What follows belongs to an exercise in optimizing a design on an open flow for small area; a production flow would make more cautious choices. In this exercise RTL edits were held to simulation tests only and were not proved equivalent to the original. No activity file was given, so power comes from the tool's default toggle rates.

### flow/config.mk
export PLATFORM = sky130hd
export DESIGN_NAME = top_module
export DESIGN_NICKNAME = top_module
export VERILOG_FILES = /design/flow/design.v
export SDC_FILE = /design/flow/constraint.sdc
export NUM_CORES = 4
export LEC_CHECK = 0
export CAP_MARGIN = 20
export CORE_MARGIN = 2
export CORE_UTILIZATION = 40
export PLACE_DENSITY = 0.6
export SLEW_MARGIN = 20
### flow/constraint.sdc
create_clock -name core_clock -period 12.0 [get_ports {clk}]
set_input_delay 2.4000 -clock core_clock [delete_from_list [all_inputs] [get_ports {clk}]]
set_output_delay 2.4000 -clock core_clock [all_outputs]
set_load 0.01 [all_outputs]
### flow/design.v
module converter (
    input wire [15:0] fixed_in,
    output reg [13:0] code_out
);
    reg sign;
    reg [15:0] magnitude;
    reg [2:0] cls;
    reg [9:0] x;
    always @(*) begin
        sign = fixed_in[15];
        magnitude = sign ? (~fixed_in + 16'd1) : fixed_in;
        casez (magnitude[15:10])
            6'b1?????: begin cls = 3'd6; x = magnitude[14:5]; end
            6'b01????: begin cls = 3'd5; x = magnitude[13:4]; end
            6'b001???: begin cls = 3'd4; x = magnitude[12:3]; end
            6'b0001??: begin cls = 3'd3; x = magnitude[11:2]; end
            6'b00001?: begin cls = 3'd2; x = magnitude[10:1]; end
            6'b000001: begin cls = 3'd1; x = magnitude[9:0]; end
            default:   begin cls = 3'd0; x = magnitude[9:0]; end
        endcase
        code_out = {sign, cls, x};
    end
endmodule
module code_to_fp16 (
    input wire [13:0] code,
    output reg [15:0] fp16
);
    reg [2:0] cls;
    reg [9:0] x;
    reg [4:0] exponent;
    reg [9:0] mantissa;
    always @(*) begin
        cls = code[12:10];
        x = code[9:0];
        if (cls != 3'd0) begin
            exponent = 5'd24 + {2'd0, cls};
            mantissa = x;
        end else begin
            casez (x)
                10'b1?????????: begin exponent = 5'd24; mantissa = {x[8:0], 1'b0}; end
                10'b01????????: begin exponent = 5'd23; mantissa = {x[7:0], 2'b0}; end
                10'b001???????: begin exponent = 5'd22; mantissa = {x[6:0], 3'b0}; end
                10'b0001??????: begin exponent = 5'd21; mantissa = {x[5:0], 4'b0}; end
                10'b00001?????: begin exponent = 5'd20; mantissa = {x[4:0], 5'b0}; end
                10'b000001????: begin exponent = 5'd19; mantissa = {x[3:0], 6'b0}; end
                10'b0000001???: begin exponent = 5'd18; mantissa = {x[2:0], 7'b0}; end
                10'b00000001??: begin exponent = 5'd17; mantissa = {x[1:0], 8'b0}; end
                10'b000000001?: begin exponent = 5'd16; mantissa = {x[0], 9'b0}; end
                10'b0000000001: begin exponent = 5'd15; mantissa = 10'd0; end
                default:        begin exponent = 5'd0;  mantissa = 10'd0; end
            endcase
        end
        fp16 = {code[13], exponent, mantissa};
    end
endmodule
module fifo (
    input wire clk,
    input wire reset,
    input wire write_enable,
    input wire [13:0] write_data,
    input wire read_enable,
    output reg [13:0] read_data,
    output wire read_strobe,
    output wire empty_flag,
    output wire full_flag
);
    reg [13:0] memory [0:63];
    reg [6:0] write_pointer, read_pointer;
    reg wrap_w, wrap_r;
    reg [6:0] write_pointer_sync, read_pointer_sync;
    wire [6:0] write_code = write_pointer | {7{wrap_w}};
    wire [6:0] read_code  = read_pointer  | {7{wrap_r}};
    assign empty_flag = (read_code == write_pointer_sync);
    assign full_flag  = (write_code == (read_pointer_sync ^ 7'h40));
    reg [7:0] sel_lo, sel_hi;
    reg [13:0] read_word, group_word;
    integer g, k;
    always @(*) begin
        for (k = 0; k < 8; k = k + 1) begin
            sel_lo[k] = (read_pointer[2:0] == k);
            sel_hi[k] = (read_pointer[5:3] == k);
        end
        read_word = 14'd0;
        for (g = 0; g < 8; g = g + 1) begin
            group_word = 14'd0;
            for (k = 0; k < 8; k = k + 1)
                group_word = group_word | ({14{sel_lo[k]}} & memory[g*8+k]);
            read_word = read_word | ({14{sel_hi[g]}} & group_word);
        end
    end
    wire do_write = write_enable && !full_flag;
    wire do_read  = read_enable && !empty_flag;
    assign read_strobe = !reset && do_read;
    always @(posedge clk or posedge reset) begin
        if (reset) begin
            write_pointer <= 7'd0;
            wrap_w <= 1'b0;
        end else if (do_write) begin
            write_pointer <= write_pointer + 7'd1;
            wrap_w <= (write_pointer == 7'd127);
        end
    end
    always @(posedge clk) begin
        if (do_write)
            memory[write_pointer[5:0]] <= write_data;
    end
    always @(posedge clk or posedge reset) begin
        if (reset) begin
            read_pointer <= 7'd0;
            wrap_r <= 1'b0;
        end else if (do_read) begin
            read_pointer <= read_pointer + 7'd1;
            wrap_r <= (read_pointer == 7'd127);
        end
    end
    always @(posedge clk) begin
        if (read_strobe)
            read_data <= read_word;
    end
    always @(posedge clk) begin
        write_pointer_sync <= write_code;
        read_pointer_sync <= read_code;
    end
endmodule
module imem (
    input wire clk,
    input wire rst,
    input wire shift_enable,
    input wire read_strobe,
    input wire [13:0] new_value,
    input wire [5:0] tap,
    output wire [13:0] tap_code
);
    reg [13:0] ring [0:63];
    reg [13:0] last;
    reg shift_d;
    reg shifted;
    reg [5:0] valid_count;
    reg pend0, pend1;
    reg [13:0] held_value;
    integer i;
    wire use0 = pend0 && (tap == 6'd0);
    wire use1 = pend1 && (tap == 6'd1);
    wire [13:0] fill = use0 ? new_value : (use1 ? held_value : ring[0]);
    wire [13:0] head = (use0 || use1) ? fill : (shifted ? last : ring[0]);
    always @(posedge clk or posedge rst) begin
        if (rst) begin
            shift_d <= 1'b0;
            shifted <= 1'b0;
            valid_count <= 6'd0;
            pend0 <= 1'b0;
            pend1 <= 1'b0;
        end else begin
            shift_d <= shift_enable;
            if (shift_d) begin
                if (valid_count != 6'd63)
                    valid_count <= valid_count + 6'd1;
                pend0 <= 1'b1;
                pend1 <= pend0;
                shifted <= 1'b1;
            end else begin
                if (use0) pend0 <= 1'b0;
                if (use1) pend1 <= 1'b0;
                if (tap == 6'd63) shifted <= 1'b0;
            end
        end
    end
    always @(posedge clk) begin
        if (read_strobe)
            held_value <= new_value;
    end
    always @(posedge clk) begin
        for (i = 0; i < 63; i = i + 1)
            ring[i] <= ring[i+1];
        ring[63] <= last;
        last <= fill;
    end
    assign tap_code = (tap < valid_count) ? head : 14'd0;
endmodule
module alu_mac (
    input wire clk,
    input wire reset,
    input wire [15:0] d_element,
    input wire [1023:0] cmem,
    output reg [5:0] tap_index,
    output reg [31:0] out,
    output reg done
);
    reg [31:0] sum;
    reg [7:0] sel_lo, sel_hi;
    reg [15:0] cmem_element, group_word;
    integer g, k;
    always @(*) begin
        for (k = 0; k < 8; k = k + 1) begin
            sel_lo[k] = (tap_index[2:0] == k);
            sel_hi[k] = (tap_index[5:3] == k);
        end
        cmem_element = 16'd0;
        for (g = 0; g < 8; g = g + 1) begin
            group_word = 16'd0;
            for (k = 0; k < 8; k = k + 1)
                if (g*8+k != 63)
                    group_word = group_word | ({16{sel_lo[k]}} & cmem[(g*8+k)*16 +: 16]);
            cmem_element = cmem_element | ({16{sel_hi[g]}} & group_word);
        end
    end
    wire [31:0] next_sum;
    mac_tree mac_tree_inst (
        .d(d_element),
        .c(cmem_element),
        .acc((tap_index == 6'd0) ? 32'd0 : sum),
        .s(next_sum)
    );
    always @(posedge clk or posedge reset) begin
        if (reset) begin
            tap_index <= 6'd0;
            out <= 32'd0;
            done <= 1'b0;
        end else begin
            tap_index <= tap_index + 6'd1;
            done <= (tap_index == 6'd63);
            if (tap_index == 6'd63)
                out <= sum;
        end
    end
    always @(posedge clk) begin
        sum <= next_sum;
    end
endmodule
module mac_tree (input wire [15:0] d, input wire [15:0] c, input wire [31:0] acc, output wire [31:0] s);
    wire p1 = d[0] & c[0];
    wire p2 = d[0] & c[1];
    wire p3 = d[0] & c[2];
    wire p4 = d[0] & c[3];
    wire p5 = d[0] & c[4];
    wire p6 = d[0] & c[5];
    wire p7 = d[0] & c[6];
    wire p8 = d[0] & c[7];
    wire p9 = d[0] & c[8];
    wire p10 = d[0] & c[9];
    wire p11 = d[0] & c[10];
    wire p12 = d[0] & c[11];
    wire p13 = d[0] & c[12];
    wire p14 = d[0] & c[13];
    wire p15 = d[0] & c[14];
    wire p16 = d[0] & c[15];
    wire p17 = d[1] & c[0];
    wire p18 = d[1] & c[1];
    wire p19 = d[1] & c[2];
    wire p20 = d[1] & c[3];
    wire p21 = d[1] & c[4];
    wire p22 = d[1] & c[5];
    wire p23 = d[1] & c[6];
    wire p24 = d[1] & c[7];
    wire p25 = d[1] & c[8];
    wire p26 = d[1] & c[9];
    wire p27 = d[1] & c[10];
    wire p28 = d[1] & c[11];
    wire p29 = d[1] & c[12];
    wire p30 = d[1] & c[13];
    wire p31 = d[1] & c[14];
    wire p32 = d[1] & c[15];
    wire p33 = d[2] & c[0];
    wire p34 = d[2] & c[1];
    wire p35 = d[2] & c[2];
    wire p36 = d[2] & c[3];
    wire p37 = d[2] & c[4];
    wire p38 = d[2] & c[5];
    wire p39 = d[2] & c[6];
    wire p40 = d[2] & c[7];
    wire p41 = d[2] & c[8];
    wire p42 = d[2] & c[9];
    wire p43 = d[2] & c[10];
    wire p44 = d[2] & c[11];
    wire p45 = d[2] & c[12];
    wire p46 = d[2] & c[13];
    wire p47 = d[2] & c[14];
    wire p48 = d[2] & c[15];
    wire p49 = d[3] & c[0];
    wire p50 = d[3] & c[1];
    wire p51 = d[3] & c[2];
    wire p52 = d[3] & c[3];
    wire p53 = d[3] & c[4];
    wire p54 = d[3] & c[5];
    wire p55 = d[3] & c[6];
    wire p56 = d[3] & c[7];
    wire p57 = d[3] & c[8];
    wire p58 = d[3] & c[9];
    wire p59 = d[3] & c[10];
    wire p60 = d[3] & c[11];
    wire p61 = d[3] & c[12];
    wire p62 = d[3] & c[13];
    wire p63 = d[3] & c[14];
    wire p64 = d[3] & c[15];
    wire p65 = d[4] & c[0];
    wire p66 = d[4] & c[1];
    wire p67 = d[4] & c[2];
    wire p68 = d[4] & c[3];
    wire p69 = d[4] & c[4];
    wire p70 = d[4] & c[5];
    wire p71 = d[4] & c[6];
    wire p72 = d[4] & c[7];
    wire p73 = d[4] & c[8];
    wire p74 = d[4] & c[9];
    wire p75 = d[4] & c[10];
    wire p76 = d[4] & c[11];
    wire p77 = d[4] & c[12];
    wire p78 = d[4] & c[13];
    wire p79 = d[4] & c[14];
    wire p80 = d[4] & c[15];
    wire p81 = d[5] & c[0];
    wire p82 = d[5] & c[1];
    wire p83 = d[5] & c[2];
    wire p84 = d[5] & c[3];
    wire p85 = d[5] & c[4];
    wire p86 = d[5] & c[5];
    wire p87 = d[5] & c[6];
    wire p88 = d[5] & c[7];
    wire p89 = d[5] & c[8];
    wire p90 = d[5] & c[9];
    wire p91 = d[5] & c[10];
    wire p92 = d[5] & c[11];
    wire p93 = d[5] & c[12];
    wire p94 = d[5] & c[13];
    wire p95 = d[5] & c[14];
    wire p96 = d[5] & c[15];
    wire p97 = d[6] & c[0];
    wire p98 = d[6] & c[1];
    wire p99 = d[6] & c[2];
    wire p100 = d[6] & c[3];
    wire p101 = d[6] & c[4];
    wire p102 = d[6] & c[5];
    wire p103 = d[6] & c[6];
    wire p104 = d[6] & c[7];
    wire p105 = d[6] & c[8];
    wire p106 = d[6] & c[9];
    wire p107 = d[6] & c[10];
    wire p108 = d[6] & c[11];
    wire p109 = d[6] & c[12];
    wire p110 = d[6] & c[13];
    wire p111 = d[6] & c[14];
    wire p112 = d[6] & c[15];
    wire p113 = d[7] & c[0];
    wire p114 = d[7] & c[1];
    wire p115 = d[7] & c[2];
    wire p116 = d[7] & c[3];
    wire p117 = d[7] & c[4];
    wire p118 = d[7] & c[5];
    wire p119 = d[7] & c[6];
    wire p120 = d[7] & c[7];
    wire p121 = d[7] & c[8];
    wire p122 = d[7] & c[9];
    wire p123 = d[7] & c[10];
    wire p124 = d[7] & c[11];
    wire p125 = d[7] & c[12];
    wire p126 = d[7] & c[13];
    wire p127 = d[7] & c[14];
    wire p128 = d[7] & c[15];
    wire p129 = d[8] & c[0];
    wire p130 = d[8] & c[1];
    wire p131 = d[8] & c[2];
    wire p132 = d[8] & c[3];
    wire p133 = d[8] & c[4];
    wire p134 = d[8] & c[5];
    wire p135 = d[8] & c[6];
    wire p136 = d[8] & c[7];
    wire p137 = d[8] & c[8];
    wire p138 = d[8] & c[9];
    wire p139 = d[8] & c[10];
    wire p140 = d[8] & c[11];
    wire p141 = d[8] & c[12];
    wire p142 = d[8] & c[13];
    wire p143 = d[8] & c[14];
    wire p144 = d[8] & c[15];
    wire p145 = d[9] & c[0];
    wire p146 = d[9] & c[1];
    wire p147 = d[9] & c[2];
    wire p148 = d[9] & c[3];
    wire p149 = d[9] & c[4];
    wire p150 = d[9] & c[5];
    wire p151 = d[9] & c[6];
    wire p152 = d[9] & c[7];
    wire p153 = d[9] & c[8];
    wire p154 = d[9] & c[9];
    wire p155 = d[9] & c[10];
    wire p156 = d[9] & c[11];
    wire p157 = d[9] & c[12];
    wire p158 = d[9] & c[13];
    wire p159 = d[9] & c[14];
    wire p160 = d[9] & c[15];
    wire p161 = d[10] & c[0];
    wire p162 = d[10] & c[1];
    wire p163 = d[10] & c[2];
    wire p164 = d[10] & c[3];
    wire p165 = d[10] & c[4];
    wire p166 = d[10] & c[5];
    wire p167 = d[10] & c[6];
    wire p168 = d[10] & c[7];
    wire p169 = d[10] & c[8];
    wire p170 = d[10] & c[9];
    wire p171 = d[10] & c[10];
    wire p172 = d[10] & c[11];
    wire p173 = d[10] & c[12];
    wire p174 = d[10] & c[13];
    wire p175 = d[10] & c[14];
    wire p176 = d[10] & c[15];
    wire p177 = d[11] & c[0];
    wire p178 = d[11] & c[1];
    wire p179 = d[11] & c[2];
    wire p180 = d[11] & c[3];
    wire p181 = d[11] & c[4];
    wire p182 = d[11] & c[5];
    wire p183 = d[11] & c[6];
    wire p184 = d[11] & c[7];
    wire p185 = d[11] & c[8];
    wire p186 = d[11] & c[9];
    wire p187 = d[11] & c[10];
    wire p188 = d[11] & c[11];
    wire p189 = d[11] & c[12];
    wire p190 = d[11] & c[13];
    wire p191 = d[11] & c[14];
    wire p192 = d[11] & c[15];
    wire p193 = d[12] & c[0];
    wire p194 = d[12] & c[1];
    wire p195 = d[12] & c[2];
    wire p196 = d[12] & c[3];
    wire p197 = d[12] & c[4];
    wire p198 = d[12] & c[5];
    wire p199 = d[12] & c[6];
    wire p200 = d[12] & c[7];
    wire p201 = d[12] & c[8];
    wire p202 = d[12] & c[9];
    wire p203 = d[12] & c[10];
    wire p204 = d[12] & c[11];
    wire p205 = d[12] & c[12];
    wire p206 = d[12] & c[13];
    wire p207 = d[12] & c[14];
    wire p208 = d[12] & c[15];
    wire p209 = d[13] & c[0];
    wire p210 = d[13] & c[1];
    wire p211 = d[13] & c[2];
    wire p212 = d[13] & c[3];
    wire p213 = d[13] & c[4];
    wire p214 = d[13] & c[5];
    wire p215 = d[13] & c[6];
    wire p216 = d[13] & c[7];
    wire p217 = d[13] & c[8];
    wire p218 = d[13] & c[9];
    wire p219 = d[13] & c[10];
    wire p220 = d[13] & c[11];
    wire p221 = d[13] & c[12];
    wire p222 = d[13] & c[13];
    wire p223 = d[13] & c[14];
    wire p224 = d[13] & c[15];
    wire p225 = d[14] & c[0];
    wire p226 = d[14] & c[1];
    wire p227 = d[14] & c[2];
    wire p228 = d[14] & c[3];
    wire p229 = d[14] & c[4];
    wire p230 = d[14] & c[5];
    wire p231 = d[14] & c[6];
    wire p232 = d[14] & c[7];
    wire p233 = d[14] & c[8];
    wire p234 = d[14] & c[9];
    wire p235 = d[14] & c[10];
    wire p236 = d[14] & c[11];
    wire p237 = d[14] & c[12];
    wire p238 = d[14] & c[13];
    wire p239 = d[14] & c[14];
    wire p240 = d[14] & c[15];
    wire p241 = d[15] & c[0];
    wire p242 = d[15] & c[1];
    wire p243 = d[15] & c[2];
    wire p244 = d[15] & c[3];
    wire p245 = d[15] & c[4];
    wire p246 = d[15] & c[5];
    wire p247 = d[15] & c[6];
    wire p248 = d[15] & c[7];
    wire p249 = d[15] & c[8];
    wire p250 = d[15] & c[9];
    wire p251 = d[15] & c[10];
    wire p252 = d[15] & c[11];
    wire p253 = d[15] & c[12];
    wire p254 = d[15] & c[13];
    wire p255 = d[15] & c[14];
    wire p256 = d[15] & c[15];
    wire a257 = acc[0];
    wire a258 = acc[1];
    wire a259 = acc[2];
    wire a260 = acc[3];
    wire a261 = acc[4];
    wire a262 = acc[5];
    wire a263 = acc[6];
    wire a264 = acc[7];
    wire a265 = acc[8];
    wire a266 = acc[9];
    wire a267 = acc[10];
    wire a268 = acc[11];
    wire a269 = acc[12];
    wire a270 = acc[13];
    wire a271 = acc[14];
    wire a272 = acc[15];
    wire a273 = acc[16];
    wire a274 = acc[17];
    wire a275 = acc[18];
    wire a276 = acc[19];
    wire a277 = acc[20];
    wire a278 = acc[21];
    wire a279 = acc[22];
    wire a280 = acc[23];
    wire a281 = acc[24];
    wire a282 = acc[25];
    wire a283 = acc[26];
    wire a284 = acc[27];
    wire a285 = acc[28];
    wire a286 = acc[29];
    wire a287 = acc[30];
    wire a288 = acc[31];
    wire s289 = p13 ^ p28;
    wire c290 = p13 & p28;
    wire s291 = p14 ^ p29 ^ p44;
    wire c292 = (p14 & p29) | (p14 & p44) | (p29 & p44);
    wire s293 = p59 ^ p74;
    wire c294 = p59 & p74;
    wire s295 = p15 ^ p30 ^ p45;
    wire c296 = (p15 & p30) | (p15 & p45) | (p30 & p45);
    wire s297 = p60 ^ p75 ^ p90;
    wire c298 = (p60 & p75) | (p60 & p90) | (p75 & p90);
    wire s299 = p105 ^ p120;
    wire c300 = p105 & p120;
    wire s301 = p16 ^ p31 ^ p46;
    wire c302 = (p16 & p31) | (p16 & p46) | (p31 & p46);
    wire s303 = p61 ^ p76 ^ p91;
    wire c304 = (p61 & p76) | (p61 & p91) | (p76 & p91);
    wire s305 = p106 ^ p121 ^ p136;
    wire c306 = (p106 & p121) | (p106 & p136) | (p121 & p136);
    wire s307 = p151 ^ p166;
    wire c308 = p151 & p166;
    wire s309 = p32 ^ p47 ^ p62;
    wire c310 = (p32 & p47) | (p32 & p62) | (p47 & p62);
    wire s311 = p77 ^ p92 ^ p107;
    wire c312 = (p77 & p92) | (p77 & p107) | (p92 & p107);
    wire s313 = p122 ^ p137 ^ p152;
    wire c314 = (p122 & p137) | (p122 & p152) | (p137 & p152);
    wire s315 = p167 ^ p182;
    wire c316 = p167 & p182;
    wire s317 = p48 ^ p63 ^ p78;
    wire c318 = (p48 & p63) | (p48 & p78) | (p63 & p78);
    wire s319 = p93 ^ p108 ^ p123;
    wire c320 = (p93 & p108) | (p93 & p123) | (p108 & p123);
    wire s321 = p138 ^ p153 ^ p168;
    wire c322 = (p138 & p153) | (p138 & p168) | (p153 & p168);
    wire s323 = p64 ^ p79 ^ p94;
    wire c324 = (p64 & p79) | (p64 & p94) | (p79 & p94);
    wire s325 = p109 ^ p124 ^ p139;
    wire c326 = (p109 & p124) | (p109 & p139) | (p124 & p139);
    wire s327 = p80 ^ p95 ^ p110;
    wire c328 = (p80 & p95) | (p80 & p110) | (p95 & p110);
    wire s329 = p9 ^ p24;
    wire c330 = p9 & p24;
    wire s331 = p10 ^ p25 ^ p40;
    wire c332 = (p10 & p25) | (p10 & p40) | (p25 & p40);
    wire s333 = p55 ^ p70;
    wire c334 = p55 & p70;
    wire s335 = p11 ^ p26 ^ p41;
    wire c336 = (p11 & p26) | (p11 & p41) | (p26 & p41);
    wire s337 = p56 ^ p71 ^ p86;
    wire c338 = (p56 & p71) | (p56 & p86) | (p71 & p86);
    wire s339 = p101 ^ p116;
    wire c340 = p101 & p116;
    wire s341 = p12 ^ p27 ^ p42;
    wire c342 = (p12 & p27) | (p12 & p42) | (p27 & p42);
    wire s343 = p57 ^ p72 ^ p87;
    wire c344 = (p57 & p72) | (p57 & p87) | (p72 & p87);
    wire s345 = p102 ^ p117 ^ p132;
    wire c346 = (p102 & p117) | (p102 & p132) | (p117 & p132);
    wire s347 = p147 ^ p162;
    wire c348 = p147 & p162;
    wire s349 = s289 ^ p43 ^ p58;
    wire c350 = (s289 & p43) | (s289 & p58) | (p43 & p58);
    wire s351 = p73 ^ p88 ^ p103;
    wire c352 = (p73 & p88) | (p73 & p103) | (p88 & p103);
    wire s353 = p118 ^ p133 ^ p148;
    wire c354 = (p118 & p133) | (p118 & p148) | (p133 & p148);
    wire s355 = p163 ^ p178 ^ p193;
    wire c356 = (p163 & p178) | (p163 & p193) | (p178 & p193);
    wire s357 = s291 ^ s293 ^ p89;
    wire c358 = (s291 & s293) | (s291 & p89) | (s293 & p89);
    wire s359 = p104 ^ p119 ^ p134;
    wire c360 = (p104 & p119) | (p104 & p134) | (p119 & p134);
    wire s361 = p149 ^ p164 ^ p179;
    wire c362 = (p149 & p164) | (p149 & p179) | (p164 & p179);
    wire s363 = p194 ^ p209 ^ a270;
    wire c364 = (p194 & p209) | (p194 & a270) | (p209 & a270);
    wire s365 = s295 ^ s297 ^ s299;
    wire c366 = (s295 & s297) | (s295 & s299) | (s297 & s299);
    wire s367 = p135 ^ p150 ^ p165;
    wire c368 = (p135 & p150) | (p135 & p165) | (p150 & p165);
    wire s369 = p180 ^ p195 ^ p210;
    wire c370 = (p180 & p195) | (p180 & p210) | (p195 & p210);
    wire s371 = p225 ^ a271 ^ c292;
    wire c372 = (p225 & a271) | (p225 & c292) | (a271 & c292);
    wire s373 = s301 ^ s303 ^ s305;
    wire c374 = (s301 & s303) | (s301 & s305) | (s303 & s305);
    wire s375 = s307 ^ p181 ^ p196;
    wire c376 = (s307 & p181) | (s307 & p196) | (p181 & p196);
    wire s377 = p211 ^ p226 ^ p241;
    wire c378 = (p211 & p226) | (p211 & p241) | (p226 & p241);
    wire s379 = a272 ^ c296 ^ c298;
    wire c380 = (a272 & c296) | (a272 & c298) | (c296 & c298);
    wire s381 = s309 ^ s311 ^ s313;
    wire c382 = (s309 & s311) | (s309 & s313) | (s311 & s313);
    wire s383 = s315 ^ p197 ^ p212;
    wire c384 = (s315 & p197) | (s315 & p212) | (p197 & p212);
    wire s385 = p227 ^ p242 ^ a273;
    wire c386 = (p227 & p242) | (p227 & a273) | (p242 & a273);
    wire s387 = c302 ^ c304 ^ c306;
    wire c388 = (c302 & c304) | (c302 & c306) | (c304 & c306);
    wire s389 = s317 ^ s319 ^ s321;
    wire c390 = (s317 & s319) | (s317 & s321) | (s319 & s321);
    wire s391 = p183 ^ p198 ^ p213;
    wire c392 = (p183 & p198) | (p183 & p213) | (p198 & p213);
    wire s393 = p228 ^ p243 ^ a274;
    wire c394 = (p228 & p243) | (p228 & a274) | (p243 & a274);
    wire s395 = c310 ^ c312 ^ c314;
    wire c396 = (c310 & c312) | (c310 & c314) | (c312 & c314);
    wire s397 = s323 ^ s325 ^ p154;
    wire c398 = (s323 & s325) | (s323 & p154) | (s325 & p154);
    wire s399 = p169 ^ p184 ^ p199;
    wire c400 = (p169 & p184) | (p169 & p199) | (p184 & p199);
    wire s401 = p214 ^ p229 ^ p244;
    wire c402 = (p214 & p229) | (p214 & p244) | (p229 & p244);
    wire s403 = a275 ^ c318 ^ c320;
    wire c404 = (a275 & c318) | (a275 & c320) | (c318 & c320);
    wire s405 = s327 ^ p125 ^ p140;
    wire c406 = (s327 & p125) | (s327 & p140) | (p125 & p140);
    wire s407 = p155 ^ p170 ^ p185;
    wire c408 = (p155 & p170) | (p155 & p185) | (p170 & p185);
    wire s409 = p200 ^ p215 ^ p230;
    wire c410 = (p200 & p215) | (p200 & p230) | (p215 & p230);
    wire s411 = p245 ^ a276 ^ c324;
    wire c412 = (p245 & a276) | (p245 & c324) | (a276 & c324);
    wire s413 = p96 ^ p111 ^ p126;
    wire c414 = (p96 & p111) | (p96 & p126) | (p111 & p126);
    wire s415 = p141 ^ p156 ^ p171;
    wire c416 = (p141 & p156) | (p141 & p171) | (p156 & p171);
    wire s417 = p186 ^ p201 ^ p216;
    wire c418 = (p186 & p201) | (p186 & p216) | (p201 & p216);
    wire s419 = p231 ^ p246 ^ a277;
    wire c420 = (p231 & p246) | (p231 & a277) | (p246 & a277);
    wire s421 = p112 ^ p127 ^ p142;
    wire c422 = (p112 & p127) | (p112 & p142) | (p127 & p142);
    wire s423 = p157 ^ p172 ^ p187;
    wire c424 = (p157 & p172) | (p157 & p187) | (p172 & p187);
    wire s425 = p202 ^ p217 ^ p232;
    wire c426 = (p202 & p217) | (p202 & p232) | (p217 & p232);
    wire s427 = p128 ^ p143 ^ p158;
    wire c428 = (p128 & p143) | (p128 & p158) | (p143 & p158);
    wire s429 = p173 ^ p188 ^ p203;
    wire c430 = (p173 & p188) | (p173 & p203) | (p188 & p203);
    wire s431 = p144 ^ p159 ^ p174;
    wire c432 = (p144 & p159) | (p144 & p174) | (p159 & p174);
    wire s433 = p6 ^ p21;
    wire c434 = p6 & p21;
    wire s435 = p7 ^ p22 ^ p37;
    wire c436 = (p7 & p22) | (p7 & p37) | (p22 & p37);
    wire s437 = p52 ^ p67;
    wire c438 = p52 & p67;
    wire s439 = p8 ^ p23 ^ p38;
    wire c440 = (p8 & p23) | (p8 & p38) | (p23 & p38);
    wire s441 = p53 ^ p68 ^ p83;
    wire c442 = (p53 & p68) | (p53 & p83) | (p68 & p83);
    wire s443 = p98 ^ p113;
    wire c444 = p98 & p113;
    wire s445 = s329 ^ p39 ^ p54;
    wire c446 = (s329 & p39) | (s329 & p54) | (p39 & p54);
    wire s447 = p69 ^ p84 ^ p99;
    wire c448 = (p69 & p84) | (p69 & p99) | (p84 & p99);
    wire s449 = p114 ^ p129 ^ a265;
    wire c450 = (p114 & p129) | (p114 & a265) | (p129 & a265);
    wire s451 = s331 ^ s333 ^ p85;
    wire c452 = (s331 & s333) | (s331 & p85) | (s333 & p85);
    wire s453 = p100 ^ p115 ^ p130;
    wire c454 = (p100 & p115) | (p100 & p130) | (p115 & p130);
    wire s455 = p145 ^ a266 ^ c330;
    wire c456 = (p145 & a266) | (p145 & c330) | (a266 & c330);
    wire s457 = s335 ^ s337 ^ s339;
    wire c458 = (s335 & s337) | (s335 & s339) | (s337 & s339);
    wire s459 = p131 ^ p146 ^ p161;
    wire c460 = (p131 & p146) | (p131 & p161) | (p146 & p161);
    wire s461 = a267 ^ c332 ^ c334;
    wire c462 = (a267 & c332) | (a267 & c334) | (c332 & c334);
    wire s463 = s341 ^ s343 ^ s345;
    wire c464 = (s341 & s343) | (s341 & s345) | (s343 & s345);
    wire s465 = s347 ^ p177 ^ a268;
    wire c466 = (s347 & p177) | (s347 & a268) | (p177 & a268);
    wire s467 = c336 ^ c338 ^ c340;
    wire c468 = (c336 & c338) | (c336 & c340) | (c338 & c340);
    wire s469 = s349 ^ s351 ^ s353;
    wire c470 = (s349 & s351) | (s349 & s353) | (s351 & s353);
    wire s471 = s355 ^ a269 ^ c342;
    wire c472 = (s355 & a269) | (s355 & c342) | (a269 & c342);
    wire s473 = c344 ^ c346 ^ c348;
    wire c474 = (c344 & c346) | (c344 & c348) | (c346 & c348);
    wire s475 = s357 ^ s359 ^ s361;
    wire c476 = (s357 & s359) | (s357 & s361) | (s359 & s361);
    wire s477 = s363 ^ c290 ^ c350;
    wire c478 = (s363 & c290) | (s363 & c350) | (c290 & c350);
    wire s479 = c352 ^ c354 ^ c356;
    wire c480 = (c352 & c354) | (c352 & c356) | (c354 & c356);
    wire s481 = s365 ^ s367 ^ s369;
    wire c482 = (s365 & s367) | (s365 & s369) | (s367 & s369);
    wire s483 = s371 ^ c294 ^ c358;
    wire c484 = (s371 & c294) | (s371 & c358) | (c294 & c358);
    wire s485 = c360 ^ c362 ^ c364;
    wire c486 = (c360 & c362) | (c360 & c364) | (c362 & c364);
    wire s487 = s373 ^ s375 ^ s377;
    wire c488 = (s373 & s375) | (s373 & s377) | (s375 & s377);
    wire s489 = s379 ^ c300 ^ c366;
    wire c490 = (s379 & c300) | (s379 & c366) | (c300 & c366);
    wire s491 = c368 ^ c370 ^ c372;
    wire c492 = (c368 & c370) | (c368 & c372) | (c370 & c372);
    wire s493 = s381 ^ s383 ^ s385;
    wire c494 = (s381 & s383) | (s381 & s385) | (s383 & s385);
    wire s495 = s387 ^ c308 ^ c374;
    wire c496 = (s387 & c308) | (s387 & c374) | (c308 & c374);
    wire s497 = c376 ^ c378 ^ c380;
    wire c498 = (c376 & c378) | (c376 & c380) | (c378 & c380);
    wire s499 = s389 ^ s391 ^ s393;
    wire c500 = (s389 & s391) | (s389 & s393) | (s391 & s393);
    wire s501 = s395 ^ c316 ^ c382;
    wire c502 = (s395 & c316) | (s395 & c382) | (c316 & c382);
    wire s503 = c384 ^ c386 ^ c388;
    wire c504 = (c384 & c386) | (c384 & c388) | (c386 & c388);
    wire s505 = s397 ^ s399 ^ s401;
    wire c506 = (s397 & s399) | (s397 & s401) | (s399 & s401);
    wire s507 = s403 ^ c322 ^ c390;
    wire c508 = (s403 & c322) | (s403 & c390) | (c322 & c390);
    wire s509 = c392 ^ c394 ^ c396;
    wire c510 = (c392 & c394) | (c392 & c396) | (c394 & c396);
    wire s511 = s405 ^ s407 ^ s409;
    wire c512 = (s405 & s407) | (s405 & s409) | (s407 & s409);
    wire s513 = s411 ^ c326 ^ c398;
    wire c514 = (s411 & c326) | (s411 & c398) | (c326 & c398);
    wire s515 = c400 ^ c402 ^ c404;
    wire c516 = (c400 & c402) | (c400 & c404) | (c402 & c404);
    wire s517 = s413 ^ s415 ^ s417;
    wire c518 = (s413 & s415) | (s413 & s417) | (s415 & s417);
    wire s519 = s419 ^ c328 ^ c406;
    wire c520 = (s419 & c328) | (s419 & c406) | (c328 & c406);
    wire s521 = c408 ^ c410 ^ c412;
    wire c522 = (c408 & c410) | (c408 & c412) | (c410 & c412);
    wire s523 = s421 ^ s423 ^ s425;
    wire c524 = (s421 & s423) | (s421 & s425) | (s423 & s425);
    wire s525 = p247 ^ a278 ^ c414;
    wire c526 = (p247 & a278) | (p247 & c414) | (a278 & c414);
    wire s527 = c416 ^ c418 ^ c420;
    wire c528 = (c416 & c418) | (c416 & c420) | (c418 & c420);
    wire s529 = s427 ^ s429 ^ p218;
    wire c530 = (s427 & s429) | (s427 & p218) | (s429 & p218);
    wire s531 = p233 ^ p248 ^ a279;
    wire c532 = (p233 & p248) | (p233 & a279) | (p248 & a279);
    wire s533 = c422 ^ c424 ^ c426;
    wire c534 = (c422 & c424) | (c422 & c426) | (c424 & c426);
    wire s535 = s431 ^ p189 ^ p204;
    wire c536 = (s431 & p189) | (s431 & p204) | (p189 & p204);
    wire s537 = p219 ^ p234 ^ p249;
    wire c538 = (p219 & p234) | (p219 & p249) | (p234 & p249);
    wire s539 = a280 ^ c428 ^ c430;
    wire c540 = (a280 & c428) | (a280 & c430) | (c428 & c430);
    wire s541 = p160 ^ p175 ^ p190;
    wire c542 = (p160 & p175) | (p160 & p190) | (p175 & p190);
    wire s543 = p205 ^ p220 ^ p235;
    wire c544 = (p205 & p220) | (p205 & p235) | (p220 & p235);
    wire s545 = p250 ^ a281 ^ c432;
    wire c546 = (p250 & a281) | (p250 & c432) | (a281 & c432);
    wire s547 = p176 ^ p191 ^ p206;
    wire c548 = (p176 & p191) | (p176 & p206) | (p191 & p206);
    wire s549 = p221 ^ p236 ^ p251;
    wire c550 = (p221 & p236) | (p221 & p251) | (p236 & p251);
    wire s551 = p192 ^ p207 ^ p222;
    wire c552 = (p192 & p207) | (p192 & p222) | (p207 & p222);
    wire s553 = p4 ^ p19;
    wire c554 = p4 & p19;
    wire s555 = p5 ^ p20 ^ p35;
    wire c556 = (p5 & p20) | (p5 & p35) | (p20 & p35);
    wire s557 = p50 ^ p65;
    wire c558 = p50 & p65;
    wire s559 = s433 ^ p36 ^ p51;
    wire c560 = (s433 & p36) | (s433 & p51) | (p36 & p51);
    wire s561 = p66 ^ p81 ^ a262;
    wire c562 = (p66 & p81) | (p66 & a262) | (p81 & a262);
    wire s563 = s435 ^ s437 ^ p82;
    wire c564 = (s435 & s437) | (s435 & p82) | (s437 & p82);
    wire s565 = p97 ^ a263 ^ c434;
    wire c566 = (p97 & a263) | (p97 & c434) | (a263 & c434);
    wire s567 = s439 ^ s441 ^ s443;
    wire c568 = (s439 & s441) | (s439 & s443) | (s441 & s443);
    wire s569 = a264 ^ c436 ^ c438;
    wire c570 = (a264 & c436) | (a264 & c438) | (c436 & c438);
    wire s571 = s445 ^ s447 ^ s449;
    wire c572 = (s445 & s447) | (s445 & s449) | (s447 & s449);
    wire s573 = c440 ^ c442 ^ c444;
    wire c574 = (c440 & c442) | (c440 & c444) | (c442 & c444);
    wire s575 = s451 ^ s453 ^ s455;
    wire c576 = (s451 & s453) | (s451 & s455) | (s453 & s455);
    wire s577 = c446 ^ c448 ^ c450;
    wire c578 = (c446 & c448) | (c446 & c450) | (c448 & c450);
    wire s579 = s457 ^ s459 ^ s461;
    wire c580 = (s457 & s459) | (s457 & s461) | (s459 & s461);
    wire s581 = c452 ^ c454 ^ c456;
    wire c582 = (c452 & c454) | (c452 & c456) | (c454 & c456);
    wire s583 = s463 ^ s465 ^ s467;
    wire c584 = (s463 & s465) | (s463 & s467) | (s465 & s467);
    wire s585 = c458 ^ c460 ^ c462;
    wire c586 = (c458 & c460) | (c458 & c462) | (c460 & c462);
    wire s587 = s469 ^ s471 ^ s473;
    wire c588 = (s469 & s471) | (s469 & s473) | (s471 & s473);
    wire s589 = c464 ^ c466 ^ c468;
    wire c590 = (c464 & c466) | (c464 & c468) | (c466 & c468);
    wire s591 = s475 ^ s477 ^ s479;
    wire c592 = (s475 & s477) | (s475 & s479) | (s477 & s479);
    wire s593 = c470 ^ c472 ^ c474;
    wire c594 = (c470 & c472) | (c470 & c474) | (c472 & c474);
    wire s595 = s481 ^ s483 ^ s485;
    wire c596 = (s481 & s483) | (s481 & s485) | (s483 & s485);
    wire s597 = c476 ^ c478 ^ c480;
    wire c598 = (c476 & c478) | (c476 & c480) | (c478 & c480);
    wire s599 = s487 ^ s489 ^ s491;
    wire c600 = (s487 & s489) | (s487 & s491) | (s489 & s491);
    wire s601 = c482 ^ c484 ^ c486;
    wire c602 = (c482 & c484) | (c482 & c486) | (c484 & c486);
    wire s603 = s493 ^ s495 ^ s497;
    wire c604 = (s493 & s495) | (s493 & s497) | (s495 & s497);
    wire s605 = c488 ^ c490 ^ c492;
    wire c606 = (c488 & c490) | (c488 & c492) | (c490 & c492);
    wire s607 = s499 ^ s501 ^ s503;
    wire c608 = (s499 & s501) | (s499 & s503) | (s501 & s503);
    wire s609 = c494 ^ c496 ^ c498;
    wire c610 = (c494 & c496) | (c494 & c498) | (c496 & c498);
    wire s611 = s505 ^ s507 ^ s509;
    wire c612 = (s505 & s507) | (s505 & s509) | (s507 & s509);
    wire s613 = c500 ^ c502 ^ c504;
    wire c614 = (c500 & c502) | (c500 & c504) | (c502 & c504);
    wire s615 = s511 ^ s513 ^ s515;
    wire c616 = (s511 & s513) | (s511 & s515) | (s513 & s515);
    wire s617 = c506 ^ c508 ^ c510;
    wire c618 = (c506 & c508) | (c506 & c510) | (c508 & c510);
    wire s619 = s517 ^ s519 ^ s521;
    wire c620 = (s517 & s519) | (s517 & s521) | (s519 & s521);
    wire s621 = c512 ^ c514 ^ c516;
    wire c622 = (c512 & c514) | (c512 & c516) | (c514 & c516);
    wire s623 = s523 ^ s525 ^ s527;
    wire c624 = (s523 & s525) | (s523 & s527) | (s525 & s527);
    wire s625 = c518 ^ c520 ^ c522;
    wire c626 = (c518 & c520) | (c518 & c522) | (c520 & c522);
    wire s627 = s529 ^ s531 ^ s533;
    wire c628 = (s529 & s531) | (s529 & s533) | (s531 & s533);
    wire s629 = c524 ^ c526 ^ c528;
    wire c630 = (c524 & c526) | (c524 & c528) | (c526 & c528);
    wire s631 = s535 ^ s537 ^ s539;
    wire c632 = (s535 & s537) | (s535 & s539) | (s537 & s539);
    wire s633 = c530 ^ c532 ^ c534;
    wire c634 = (c530 & c532) | (c530 & c534) | (c532 & c534);
    wire s635 = s541 ^ s543 ^ s545;
    wire c636 = (s541 & s543) | (s541 & s545) | (s543 & s545);
    wire s637 = c536 ^ c538 ^ c540;
    wire c638 = (c536 & c538) | (c536 & c540) | (c538 & c540);
    wire s639 = s547 ^ s549 ^ a282;
    wire c640 = (s547 & s549) | (s547 & a282) | (s549 & a282);
    wire s641 = c542 ^ c544 ^ c546;
    wire c642 = (c542 & c544) | (c542 & c546) | (c544 & c546);
    wire s643 = s551 ^ p237 ^ p252;
    wire c644 = (s551 & p237) | (s551 & p252) | (p237 & p252);
    wire s645 = a283 ^ c548 ^ c550;
    wire c646 = (a283 & c548) | (a283 & c550) | (c548 & c550);
    wire s647 = p208 ^ p223 ^ p238;
    wire c648 = (p208 & p223) | (p208 & p238) | (p223 & p238);
    wire s649 = p253 ^ a284 ^ c552;
    wire c650 = (p253 & a284) | (p253 & c552) | (a284 & c552);
    wire s651 = p224 ^ p239 ^ p254;
    wire c652 = (p224 & p239) | (p224 & p254) | (p239 & p254);
    wire s653 = p3 ^ p18;
    wire c654 = p3 & p18;
    wire s655 = s553 ^ p34 ^ p49;
    wire c656 = (s553 & p34) | (s553 & p49) | (p34 & p49);
    wire s657 = s555 ^ s557 ^ a261;
    wire c658 = (s555 & s557) | (s555 & a261) | (s557 & a261);
    wire s659 = s559 ^ s561 ^ c556;
    wire c660 = (s559 & s561) | (s559 & c556) | (s561 & c556);
    wire s661 = s563 ^ s565 ^ c560;
    wire c662 = (s563 & s565) | (s563 & c560) | (s565 & c560);
    wire s663 = s567 ^ s569 ^ c564;
    wire c664 = (s567 & s569) | (s567 & c564) | (s569 & c564);
    wire s665 = s571 ^ s573 ^ c568;
    wire c666 = (s571 & s573) | (s571 & c568) | (s573 & c568);
    wire s667 = s575 ^ s577 ^ c572;
    wire c668 = (s575 & s577) | (s575 & c572) | (s577 & c572);
    wire s669 = s579 ^ s581 ^ c576;
    wire c670 = (s579 & s581) | (s579 & c576) | (s581 & c576);
    wire s671 = s583 ^ s585 ^ c580;
    wire c672 = (s583 & s585) | (s583 & c580) | (s585 & c580);
    wire s673 = s587 ^ s589 ^ c584;
    wire c674 = (s587 & s589) | (s587 & c584) | (s589 & c584);
    wire s675 = s591 ^ s593 ^ c588;
    wire c676 = (s591 & s593) | (s591 & c588) | (s593 & c588);
    wire s677 = s595 ^ s597 ^ c592;
    wire c678 = (s595 & s597) | (s595 & c592) | (s597 & c592);
    wire s679 = s599 ^ s601 ^ c596;
    wire c680 = (s599 & s601) | (s599 & c596) | (s601 & c596);
    wire s681 = s603 ^ s605 ^ c600;
    wire c682 = (s603 & s605) | (s603 & c600) | (s605 & c600);
    wire s683 = s607 ^ s609 ^ c604;
    wire c684 = (s607 & s609) | (s607 & c604) | (s609 & c604);
    wire s685 = s611 ^ s613 ^ c608;
    wire c686 = (s611 & s613) | (s611 & c608) | (s613 & c608);
    wire s687 = s615 ^ s617 ^ c612;
    wire c688 = (s615 & s617) | (s615 & c612) | (s617 & c612);
    wire s689 = s619 ^ s621 ^ c616;
    wire c690 = (s619 & s621) | (s619 & c616) | (s621 & c616);
    wire s691 = s623 ^ s625 ^ c620;
    wire c692 = (s623 & s625) | (s623 & c620) | (s625 & c620);
    wire s693 = s627 ^ s629 ^ c624;
    wire c694 = (s627 & s629) | (s627 & c624) | (s629 & c624);
    wire s695 = s631 ^ s633 ^ c628;
    wire c696 = (s631 & s633) | (s631 & c628) | (s633 & c628);
    wire s697 = s635 ^ s637 ^ c632;
    wire c698 = (s635 & s637) | (s635 & c632) | (s637 & c632);
    wire s699 = s639 ^ s641 ^ c636;
    wire c700 = (s639 & s641) | (s639 & c636) | (s641 & c636);
    wire s701 = s643 ^ s645 ^ c640;
    wire c702 = (s643 & s645) | (s643 & c640) | (s645 & c640);
    wire s703 = s647 ^ s649 ^ c644;
    wire c704 = (s647 & s649) | (s647 & c644) | (s649 & c644);
    wire s705 = s651 ^ a285 ^ c648;
    wire c706 = (s651 & a285) | (s651 & c648) | (a285 & c648);
    wire s707 = p240 ^ p255 ^ a286;
    wire c708 = (p240 & p255) | (p240 & a286) | (p255 & a286);
    wire s709 = p2 ^ p17;
    wire c710 = p2 & p17;
    wire s711 = s653 ^ p33 ^ a259;
    wire c712 = (s653 & p33) | (s653 & a259) | (p33 & a259);
    wire s713 = s655 ^ a260 ^ c654;
    wire c714 = (s655 & a260) | (s655 & c654) | (a260 & c654);
    wire s715 = s657 ^ c554 ^ c656;
    wire c716 = (s657 & c554) | (s657 & c656) | (c554 & c656);
    wire s717 = s659 ^ c558 ^ c658;
    wire c718 = (s659 & c558) | (s659 & c658) | (c558 & c658);
    wire s719 = s661 ^ c562 ^ c660;
    wire c720 = (s661 & c562) | (s661 & c660) | (c562 & c660);
    wire s721 = s663 ^ c566 ^ c662;
    wire c722 = (s663 & c566) | (s663 & c662) | (c566 & c662);
    wire s723 = s665 ^ c570 ^ c664;
    wire c724 = (s665 & c570) | (s665 & c664) | (c570 & c664);
    wire s725 = s667 ^ c574 ^ c666;
    wire c726 = (s667 & c574) | (s667 & c666) | (c574 & c666);
    wire s727 = s669 ^ c578 ^ c668;
    wire c728 = (s669 & c578) | (s669 & c668) | (c578 & c668);
    wire s729 = s671 ^ c582 ^ c670;
    wire c730 = (s671 & c582) | (s671 & c670) | (c582 & c670);
    wire s731 = s673 ^ c586 ^ c672;
    wire c732 = (s673 & c586) | (s673 & c672) | (c586 & c672);
    wire s733 = s675 ^ c590 ^ c674;
    wire c734 = (s675 & c590) | (s675 & c674) | (c590 & c674);
    wire s735 = s677 ^ c594 ^ c676;
    wire c736 = (s677 & c594) | (s677 & c676) | (c594 & c676);
    wire s737 = s679 ^ c598 ^ c678;
    wire c738 = (s679 & c598) | (s679 & c678) | (c598 & c678);
    wire s739 = s681 ^ c602 ^ c680;
    wire c740 = (s681 & c602) | (s681 & c680) | (c602 & c680);
    wire s741 = s683 ^ c606 ^ c682;
    wire c742 = (s683 & c606) | (s683 & c682) | (c606 & c682);
    wire s743 = s685 ^ c610 ^ c684;
    wire c744 = (s685 & c610) | (s685 & c684) | (c610 & c684);
    wire s745 = s687 ^ c614 ^ c686;
    wire c746 = (s687 & c614) | (s687 & c686) | (c614 & c686);
    wire s747 = s689 ^ c618 ^ c688;
    wire c748 = (s689 & c618) | (s689 & c688) | (c618 & c688);
    wire s749 = s691 ^ c622 ^ c690;
    wire c750 = (s691 & c622) | (s691 & c690) | (c622 & c690);
    wire s751 = s693 ^ c626 ^ c692;
    wire c752 = (s693 & c626) | (s693 & c692) | (c626 & c692);
    wire s753 = s695 ^ c630 ^ c694;
    wire c754 = (s695 & c630) | (s695 & c694) | (c630 & c694);
    wire s755 = s697 ^ c634 ^ c696;
    wire c756 = (s697 & c634) | (s697 & c696) | (c634 & c696);
    wire s757 = s699 ^ c638 ^ c698;
    wire c758 = (s699 & c638) | (s699 & c698) | (c638 & c698);
    wire s759 = s701 ^ c642 ^ c700;
    wire c760 = (s701 & c642) | (s701 & c700) | (c642 & c700);
    wire s761 = s703 ^ c646 ^ c702;
    wire c762 = (s703 & c646) | (s703 & c702) | (c646 & c702);
    wire s763 = s705 ^ c650 ^ c704;
    wire c764 = (s705 & c650) | (s705 & c704) | (c650 & c704);
    wire s765 = s707 ^ c652 ^ c706;
    wire c766 = (s707 & c652) | (s707 & c706) | (c652 & c706);
    wire s767 = p256 ^ a287 ^ c708;
    wire c768 = (p256 & a287) | (p256 & c708) | (a287 & c708);
    assign s = {a288, s767, s765, s763, s761, s759, s757, s755, s753, s751, s749, s747, s745, s743, s741, s739, s737, s735, s733, s731, s729, s727, s725, s723, s721, s719, s717, s715, s713, s711, s709, p1} + {c768, c766, c764, c762, c760, c758, c756, c754, c752, c750, c748, c746, c744, c742, c740, c738, c736, c734, c732, c730, c728, c726, c724, c722, c720, c718, c716, c714, c712, c710, a258, a257};
endmodule
module control (
    input wire clk,
    input wire reset,
    input wire fifo_full,
    input wire fifo_empty,
    input wire mac_done,
    output reg write_enable,
    output reg read_enable,
    output reg shift_enable,
    output reg done
);
    reg reset_sync1, reset_sync2;
    always @(posedge clk) begin
        reset_sync1 <= reset;
        reset_sync2 <= reset_sync1;
    end
    localparam [2:0] READ_IDLE  = 3'd0,
                     FIFO_READ  = 3'd1,
                     IMEM_SHIFT = 3'd2,
                     START_MAC  = 3'd3,
                     WAIT_DONE  = 3'd4;
    reg write_state;
    reg [2:0] read_state;
    reg [2:0] next_read_state;
    always @(*) begin
        case (read_state)
            READ_IDLE:  next_read_state = fifo_empty ? READ_IDLE : FIFO_READ;
            FIFO_READ:  next_read_state = IMEM_SHIFT;
            IMEM_SHIFT: next_read_state = START_MAC;
            START_MAC:  next_read_state = WAIT_DONE;
            WAIT_DONE:  next_read_state = mac_done ? READ_IDLE : WAIT_DONE;
            default:    next_read_state = READ_IDLE;
        endcase
    end
    always @(posedge clk or posedge reset_sync2) begin
        if (reset_sync2) begin
            write_state <= 1'b0;
            write_enable <= 1'b0;
            read_state <= READ_IDLE;
            read_enable <= 1'b0;
            shift_enable <= 1'b0;
            done <= 1'b0;
        end else begin
            write_state <= !fifo_full;
            write_enable <= write_state;
            read_state <= next_read_state;
            read_enable <= (read_state == FIFO_READ);
            shift_enable <= (read_state == IMEM_SHIFT);
            done <= (read_state == WAIT_DONE) && mac_done;
        end
    end
endmodule
module datapath (
    input wire clk,
    input wire reset,
    input wire write_enable,
    input wire read_enable,
    input wire shift_enable,
    input wire [15:0] input_data,
    input wire [1023:0] cmem_data_in,
    output wire [31:0] result,
    output wire fifo_empty,
    output wire fifo_full,
    output wire done
);
    wire [13:0] in_code;
    wire [13:0] fifo_out;
    wire [13:0] tap_code;
    wire [15:0] tap_value;
    wire [5:0]  tap;
    wire        read_strobe;
    converter converter_inst (
        .fixed_in(input_data),
        .code_out(in_code)
    );
    fifo fifo_inst (
        .clk(clk),
        .reset(reset),
        .write_enable(write_enable),
        .write_data(in_code),
        .read_enable(read_enable),
        .read_data(fifo_out),
        .read_strobe(read_strobe),
        .empty_flag(fifo_empty),
        .full_flag(fifo_full)
    );
    imem imem_inst (
        .clk(clk),
        .rst(reset),
        .shift_enable(shift_enable),
        .read_strobe(read_strobe),
        .new_value(fifo_out),
        .tap(tap),
        .tap_code(tap_code)
    );
    code_to_fp16 decode_inst (
        .code(tap_code),
        .fp16(tap_value)
    );
    alu_mac alu_mac_inst (
        .clk(clk),
        .reset(reset),
        .d_element(tap_value),
        .cmem(cmem_data_in),
        .tap_index(tap),
        .out(result),
        .done(done)
    );
endmodule
module top_module (
    input wire clk,                 
    input wire reset,               
    input wire [15:0] input_data,   
    input wire [1023:0] cmem_data_in,  
    output wire [31:0] result,      
    output wire done                
);
    wire write_enable;
    wire read_enable;
    wire shift_enable;
    wire fifo_empty;
    wire fifo_full;
    wire mac_done;
    control control_inst (
        .clk(clk),
        .reset(reset),
        .fifo_full(fifo_full),
        .fifo_empty(fifo_empty),
        .mac_done(mac_done),
        .write_enable(write_enable),
        .read_enable(read_enable),
        .shift_enable(shift_enable),
        .done(done)
    );
    datapath datapath_inst (
        .clk(clk),
        .reset(reset),
        .write_enable(write_enable),
        .read_enable(read_enable),
        .shift_enable(shift_enable),
        .input_data(input_data),
        .cmem_data_in(cmem_data_in),
        .result(result),
        .fifo_empty(fifo_empty),
        .fifo_full(fifo_full),
        .done(mac_done)
    );
endmodule
### flow/flow/run.sh
#!/bin/bash
# Layout: the standard flow, with single-drive buffers on the ports and
# a clock tree of larger sink clusters, without dummy loads.
set -euo pipefail
export BUFFER_PORTS_ARGS="-buffer_cell sky130_fd_sc_hd__buf_1"
export CTS_ARGS="-sink_clustering_enable -repair_clock_nets -dont_use_dummy_load -sink_clustering_size 24 -sink_clustering_max_diameter 110"
bash standard.sh > standard.log 2>&1
### flow/standard.sh
#!/bin/bash
# synth_recipe.tcl (not shown) runs the flow's synth.tcl, then flattens the netlist and writes it again
# the make line also repeats each setting of config.mk as NAME=value (left out here)
make -C /OpenROAD-flow-scripts/flow DESIGN_CONFIG=/design/flow/config.mk WORK_HOME=/design/flow/orfs CLKGATE_MAP_FILE= SYNTH_SCRIPT=/design/flow/synth_recipe.tcl "${@:-finish}"
==> results.yml, run 1 <==
status:
  outcome: "complete, no violations"
place:
  placedInstanceArea_um2: 81230
  finalWeightedCongestion: 0.9707
  io_buffers: 1058
  dp.final_hpwl_mm: 204.5
  place.detailed.instances: 8690
  place_ws_ns: 0.9123
cts:
  cts_root_buf: "clkbuf_16"
  cts_resized: 0
  htree_num_levels: 3
  insertion_delay_ns: 0.77
  cts_tree: "done"
  cts.path.max_buffers: 3
  clock_transition_at_the_registers_of_the_reported_paths_ns: 0.10
  numCtsBuffers: 93
  clock_sinks: 1955
  cts_setup_buffers: 0
  postCtsHoldBufs: 0
global_route:
  globalRoute.totalOverflow: 0
  globalRouteTotalUtil: 0.2900
  via_count_of_the_first_global_routing_pass: 49610
  pin_count_of_the_biggest_net_entering_global_routing: 103
  antenna_found_initial: 74
  wire_length_of_the_first_global_routing_pass_mm: 382.9
yosys:
  yosys_most_used_dff: "dfxtp_1"
  netlist-cell-type-count: 91
  synthArstFlopShare: 0.03734
  syn_inst: 5329
  synth.avg_cell_area_um2: 13.81
  ys_seq_area_frac: 0.6625
  synth_top_area_frac: 0.3771
  ys_ff_latch: 1955
  synth_area_leader_cell: "edfxtp_1"
  syn-num-nets: 6663
  synth-edff-count: 924
  yosysWarnings: 7
  synth_top_cells_by_area: "edfxtp_1 38%, dfxtp_1 26%, a222oi_1 6.6%"
  area_of_the_mapped_netlist_um2: 73580
cells_and_area:
  finish.cell_count_without_fillers: 8856
  final-seq-area_um2: 48760
  layout-drive-gt1-share: 0.07956
  area_growth_syn_to_layout_pct: 13.86
  fillerInstances: 16680
  design.final.nets: 7658
  multi_input_area_um2: 22860
  design_area_um2: 83780
sta:
  timing.final.crit_share: 0.8617
  maxSlewHeadroom: 0.2440
  setup_violation_total_in_the_final_timing_report: 0
  timing.fmax_ghz: 0.09671
  setup_slack_ns: 1.660
  setup_repair_after_global_routing_missed_its_margin: "false"
  timing_max_transition_violations_final: 0
  minimum_period_implied_by_the_final_worst_setup_slack_ns: 10.34
  totalNegativeSetupSlack_ns: 0
  final.setup_skew_ns: 0.09071
  finalHoldWorstSlack_ns: 0.1640
  timing_worst_slew_pin_value_ns: 1.127
  final-hold-violation-count: 0
worst_setup_path:
  critical_path.startpoint_type: "input port"
  r2r_slack_ns: 1.68
  arrival_ns: 10.96
  worst_r2r_endpoint: "datapath_inst.alu_mac_inst.sum[28]"
  slowest_delay_ns: 0.73
  critical_path_peak_fanout: 10
  crit_slowest_cell: "a222oi_1"
  setup.worst_path.class: "input port to flop"
  timing.rr.start: "datapath_inst.alu_mac_inst.tap_index[1]"
  critical_path.most_common_cell: "fa_1"
  critical_path_required_ns: 12.62
  endpoint_type_of_the_worst_setup_path: "flop"
  worst-r2r-cell-count: 31
die:
  dieArea_um2: 187400
  die_w_um: 432.9
  floorplan.core_area_um2: 182900
  num_rows: 157
  pin_count: 1075
  initial_core_util: 0.4023
  fp.dieH_um: 432.9
routing:
  first_pass_iters: 14
  detail_route.drc_violations: 0
  routed_via_density: 5.902
  route.vias.total: 52270
  dr.first_iter.drc_count: 7816
  drt_wl_total_mm: 280.6
  avgRoutedWirePerCell_um: 31.68
  antenna_left: 0
power_and_ir_drop:
  power_density_nw_per_um2: 131.1
  leakagePower_nw: 29.99
  worst_supply_voltage_drop_on_vdd_uv: 126.9
run:
  max-cap-violations: 0
min_path:
  worst_hold_path_type: "flop to async pin"
-- through the flow --
stage / total power (W) / utilization
after floorplan: 0.007446 / -
after global placement: 0.007783 / 0.4441
after detailed placement: 0.007797 / 0.4442
after CTS: 0.01103 / 0.4569
after global routing: 0.01130 / 0.4578
final: 0.01098 / 0.4581
-- area by class of cell --
type	count	share of cell area
Antenna cell	70	0.002091
Timing Repair Buffer	1261	0.06701
Multi-Input combinational cell	2758	0.2728
Tap cell	2464	0.03680
Inverter	255	0.01151
Clock buffer	93	0.02778
Sequential cell	1955	0.5820
-- critical path: cells and delay by family --
family,cells,cell delay [ns]
buffers and inverters,8,1.16
AOI/OAI and AO/OA,6,2.10
and+or+nand+nor,9,1.67
adders and majority gates,7,3.55
-- logic make-up after synthesis --
family                   synth area share
AND/OR/NAND/NOR                   0.06740
XOR/XNOR                         0.007737
adder cells (fa/ha/maj)           0.07261
buffers and inverters             0.03372
flip-flops                         0.6625
multiplexers                      0.01012
AO/OA/AOI/OAI                      0.1459
-- per-layer routing --
metal  global-route usage  vias up  wire length (um)
met5             0.004944        -               311
met4               0.1289       28             13280
met3              0.07884      426             27790
met2               0.4467     2883            127400
met1               0.3822    26580            111800
li1                     -    22360                 -
-- cell usage after synthesis, drive strengths merged, types with 10 or more instances --
cell type and count:
o21a 11, a21oi 149, and2 73, nand2b 57, o31ai 17, a21o 54
or3 13, dfrtp 73, ha 67, nand2 299, o31a 17, inv 255
o22ai 45, buf 158, nor2b 35, a31oi 26, or4 19, dfxtp 958
nor2 285, a221oi 167, o221ai 10, nor3 52, nand3 49, clkbuf 203
a222oi 487, mux2 35, a22oi 31, or2 64, o21ai 142, mux2i 35
nand4 15, fa 225, nor4 22, edfxtp 924, a22o 30, a221o 27
o211ai 20, nand3b 12, a211oi 13, xnor2 42, xor2 23, o211a 11
-- power breakdown --
group	switching, W	leakage, nW	internal (W)
logic	0.000399	11.9	0.000155
clock network	0.00194	1.15	0.00138
registers	0.00000248	16.9	0.00710
-- how the worst max path moves through the flow --
stage	startpoint	to	slack (ns)	depth (start not counted)
after CTS	datapath_inst.alu_mac_inst.tap_index[1]	datapath_inst.alu_mac_inst.sum[28]	1.67	31
after floorplan	cmem_data_in[665]	datapath_inst.alu_mac_inst.sum[31]	2.42	28
after global routing	datapath_inst.alu_mac_inst.tap_index[1]	datapath_inst.alu_mac_inst.sum[28]	1.03	31
after detailed placement	cmem_data_in[793]	datapath_inst.alu_mac_inst.sum[28]	0.91	30
after global placement	cmem_data_in[793]	datapath_inst.alu_mac_inst.sum[28]	0.94	30
final	cmem_data_in[793]	datapath_inst.alu_mac_inst.sum[28]	1.66	30
-- cells in the final DEF (no fill, tap or decap), types with 43 or more instances in the layout --
| master | count |
|---|---|
| dfrtp_1 | 71 |
| edfxtp_1 | 924 |
| a21o_1 | 54 |
| diode_2 | 70 |
| dfxtp_1 | 958 |
| a21oi_1 | 141 |
| clkbuf_16 | 93 |
| fa_1 | 225 |
| inv_1 | 252 |
| nand2b_1 | 56 |
| a222oi_1 | 487 |
| a221oi_1 | 167 |
| and2_1 | 61 |
| nor3_1 | 47 |
| o21ai_0 | 138 |
| nand3_1 | 47 |
| or2_2 | 51 |
| ha_1 | 57 |
| buf_1 | 1057 |
| buf_4 | 188 |
| o22ai_1 | 43 |
| nor2_1 | 248 |
| nand2_1 | 298 |
-- registers in the layout (all words and copies together) (netlist names), 7 cells and up --
name,cells
datapath_inst.alu_mac_inst.out,32
datapath_inst.alu_mac_inst.sum,32
datapath_inst.fifo_inst.memory,896
datapath_inst.fifo_inst.read_data,14
datapath_inst.fifo_inst.read_pointer,7
datapath_inst.fifo_inst.read_pointer_sync,7
datapath_inst.fifo_inst.write_pointer,7
datapath_inst.fifo_inst.write_pointer_sync,7
datapath_inst.imem_inst.held_value,14
datapath_inst.imem_inst.last,14
datapath_inst.imem_inst.ring,896
==> run 2, diff against run 1 <==
==> flow/flow/run.sh (replaced) <==
#!/bin/bash
# Layout: the standard flow, with single-drive buffers on the ports, a
# clock tree of larger sink clusters without dummy loads, and ABC mapping
# with relaxed delay targets (less area).
set -euo pipefail
rm -rf scripts
cp -r "$FLOW_HOME/scripts" scripts
sed -i 's/^&nf$/\&nf -R 200/; /upsize/d' scripts/abc_speed.script
export SCRIPTS_DIR="$PWD/scripts"
export BUFFER_PORTS_ARGS="-buffer_cell sky130_fd_sc_hd__buf_1"
export CTS_ARGS="-sink_clustering_enable -repair_clock_nets -dont_use_dummy_load -sink_clustering_size 24 -sink_clustering_max_diameter 110"
bash standard.sh > standard.log 2>&1
==> results.yml, run 2 <==
power_and_ir_drop:
  power.share.switching: 0.2142
  worst_supply_voltage_drop_on_vdd_uv: 120.1
  power_density_nw_per_um2: 132.2
  pwr-share-seq: 0.645
  switchingPower_w: 0.002360
  internal_power_w: 0.008660
  power.share.combinational: 0.053
  leakagePower_nw: 30.04
  clockPowerShare: 0.302
yosys:
  dominant_combinational_cell_family_by_area_after_synthesis: "compound AO/OA/AOI/OAI gates"
  synth_most_common_cell: "dfxtp_1"
  ys_ff_latch: 1955
  area_share_of_xor_xnor_cells_in_the_synthesized_design: 0.009036
  synth-edff-count: 924
  area_of_the_mapped_netlist_um2: 72690
  syn-num-nets: 6600
  netlist-cell-type-count: 61
  synth_top_cells_by_area: "edfxtp_1 38%, dfxtp_1 26%, a222oi_1 6.7%"
  ys_seq_area_frac: 0.6706
  yosysWarnings: 7
  synth_adder_area_share: 0.07349
  synth.avg_cell_area_um2: 13.80
  yosys_most_used_dff: "dfxtp_1"
  synth_area_leader_cell: "edfxtp_1"
  synth_compound_area_frac: 0.1430
  synthArstFlopShare: 0.03734
  post_synthesis_mux_area_share: 0.01045
  yosys-top-cells-count: "958 x dfxtp_1, 924 x edfxtp_1, 484 x a222oi_1"
  synth_top_area_frac: 0.3817
  syn_inst: 5266
  synth_simple_gate_area_frac: 0.06265
place:
  placedInstanceArea_um2: 80850
  finalWeightedCongestion: 0.9730
  dp.final_hpwl_mm: 222.2
  io_buffers: 1058
  place.detailed.instances: 8601
sta:
  timing.final.crit_share: 0.9355
  timing_worst_slew_pin_value_ns: 1.219
  setup_violation_total_in_the_final_timing_report: 0
  timing_max_transition_violations_final: 0
  timing.fmax_ghz: 0.08908
  setup_repair_after_global_routing_missed_its_margin: "false"
  minimum_period_implied_by_the_final_worst_setup_slack_ns: 11.23
  totalNegativeSetupSlack_ns: 0
  final-hold-violation-count: 0
  final.setup_skew_ns: 0.1198
  maxSlewHeadroom: 0.1876
cts:
  cts_resized: 0
  cts_tree: "done"
  cts_root_buf: "clkbuf_16"
  cts.path.max_buffers: 3
  clock_transition_at_the_registers_of_the_reported_paths_ns: 0.09
  postCtsHoldBufs: 0
  cts_setup_buffers: 0
  clock_sinks: 1955
  numCtsBuffers: 94
  insertion_delay_ns: 0.78
  htree_num_levels: 3
die:
  dieArea_um2: 185200
  num_rows: 156
  initial_core_util: 0.4022
  die_w_um: 430.3
  floorplan.core_area_um2: 180700
  fp.dieH_um: 430.3
  pin_count: 1075
global_route:
  globalRoute.totalOverflow: 0
  via_count_of_the_first_global_routing_pass: 49570
  pin_count_of_the_biggest_net_entering_global_routing: 133
  antenna_found_initial: 84
  globalRouteTotalUtil: 0.3123
  wire_length_of_the_first_global_routing_pass_mm: 400.7
routing:
  first_pass_iters: 11
  route.vias.total: 51640
  antenna_left: 0
  avgRoutedWirePerCell_um: 33.86
  detail_route.drc_violations: 0
  drt_wl_total_mm: 296.5
  routed_via_density: 5.898
  dr.first_iter.drc_count: 7576
cells_and_area:
  multi_input_area_um2: 22180
  finish.cell_count_without_fillers: 8756
  fillerInstances: 16480
  final-seq-area_um2: 48760
  layout-drive-gt1-share: 0.08505
  design_area_um2: 83360
  design.final.nets: 7662
  area_growth_syn_to_layout_pct: 14.68
  mostFrequentLayoutCell: "buf_1"
  layout_common_cells: "1057 x buf_1, 958 x dfxtp_1, 924 x edfxtp_1, 484 x a222oi_1, 328 x nand2_1"
worst_setup_path:
  crit_slowest_cell: "a31oi_1"
  critical_path.startpoint_type: "flop"
  critical_path_required_ns: 12.61
  slowest_delay_ns: 0.86
  critical_path.most_common_cell: "fa_1"
  setup.worst_path.class: "flop to flop"
  arrival_ns: 11.83
  endpoint_type_of_the_worst_setup_path: "flop"
  critical_path_peak_fanout: 16
  r2r_slack_ns: 0.77
run:
  max-cap-violations: 0
status:
  outcome: "complete, no violations"
min_path:
  worst_hold_path_type: "flop to async pin"
[run 2: changes by cell type after synthesis, moves of 10 or more]
cell and delta:
nor3_1 -25, o31a_1 -13, mux2i_1 -12, nor2_1 -16, a21oi_1 +37, a221oi_1 -17, o21ai_0 +34, nand2b_1 -10
buf_2 -79, clkbuf_1 +65, mux2_2 +12, or2_1 -13, nand2_1 +31
[run 2: path summary, 6_finish.rpt]
| path | startpoint | end | cells past startpoint |
|---|---|---|---|
| hold / removal | control_inst.reset_sync2 | control_inst.write_state | 1 |
| setup / recovery | datapath_inst.alu_mac_inst.tap_index[4] | datapath_inst.alu_mac_inst.sum[29] | 36 |
| setup reg to reg | datapath_inst.alu_mac_inst.tap_index[4] | datapath_inst.alu_mac_inst.sum[29] | 36 |
| hold reg to reg | control_inst.reset_sync2 | control_inst.write_state | 1 |
| max in group asynchronous | reset | datapath_inst.alu_mac_inst.out[21] | 3 |
| min in group core_clock | datapath_inst.imem_inst.ring[51][7] | datapath_inst.imem_inst.ring[50][7] | 0 |
[run 2: cell type report]
cell class                 count  share of cell area
antenna                       60            0.001801
tap                         2370             0.03557
multi-input combinational   2716              0.2661
sequential                  1955              0.5849
inverter                     253             0.01150
timing repair buffer        1308             0.07197
clock buffer                  94             0.02822
[run 2: power by group through the flow]
stage	clock, W	sequential, W	combinational [W]
floorplan	0	0.00728	0.000170
global placement	0	0.00726	0.000565
detailed placement	0	0.00726	0.000577
CTS	0.00340	0.00711	0.000580
global route	0.00362	0.00711	0.000612
finish	0.00332	0.00711	0.000587
[run 2: cell families (layout without fill, tap and decap cells)]
group                      count (synthesis)  count (layout)
AOI/OAI and AO/OA                       1307            1307
xor gates and xnor gates                  75              75
adders and majority gates                292             292
buffers and inverters                    595            1655
DFF                                     1955            1955
muxes                                     70              70
other                                      0              60
and+or+nand+nor                          972             972
[run 2: worst max-delay path: cells and delay by family (launching register included)]
kind | cells | cell delay [ns]
DFF | 1 | 0.56
and+or+nand+nor | 9 | 2.58
buffers and inverters | 7 | 0.66
adders and majority gates | 7 | 3.43
xor gates and xnor gates | 1 | 0.13
AOI/OAI and AO/OA | 12 | 3.72
[run 2: through the flow]
| stage | total power (W) | utilization | worst slack [ns] | hold slack [ns] |
|---|---|---|---|---|
| floorplan | 0.007445 | - | 1.516 | 0.09783 |
| global placement | 0.007827 | 0.4473 | 0.3461 | 0.1325 |
| detailed placement | 0.007840 | 0.4473 | 0.3808 | 0.1407 |
| CTS | 0.01109 | 0.4604 | 0.8257 | 0.1475 |
| global route | 0.01134 | 0.4610 | 0.2496 | 0.1699 |
| finish | 0.01102 | 0.4612 | 0.7739 | 0.1411 |
[run 2: layer usage]
metal,track usage,wire (um),up-vias
met4,0.1673,17710,28
met5,0,190,-
li1,-,-,22100
met2,0.4911,136900,2826
met3,0.05941,25290,481
met1,0.4102,116500,26210

-- static timing again, ports no longer ideal --
In the flow no input, the clock included, has a driving cell. The finished layouts below were timed again as built, in two steps. Step 1 sets driving cells, clkbuf_16 on the clock port and buf_2 on the other inputs (assumed; they add their load-dependent delay and slew). Step 2 times the ports against the registers' clock, not the clock port: input delays grow and output delays shrink by t, the midpoint of the rising clock arrivals with the driver on. Three values: ideal, step 1, step 2; two values: the first two.
| run | shift t [ns] | setup slack, ns |
|---|---|---|
| run 1 | 0.803 | 1.660 / 1.683 / 0.900 |
| run 2 | 0.782 | 0.774 / 0.774 / 0.167 |
After both steps setup and hold are still met in every run listed.
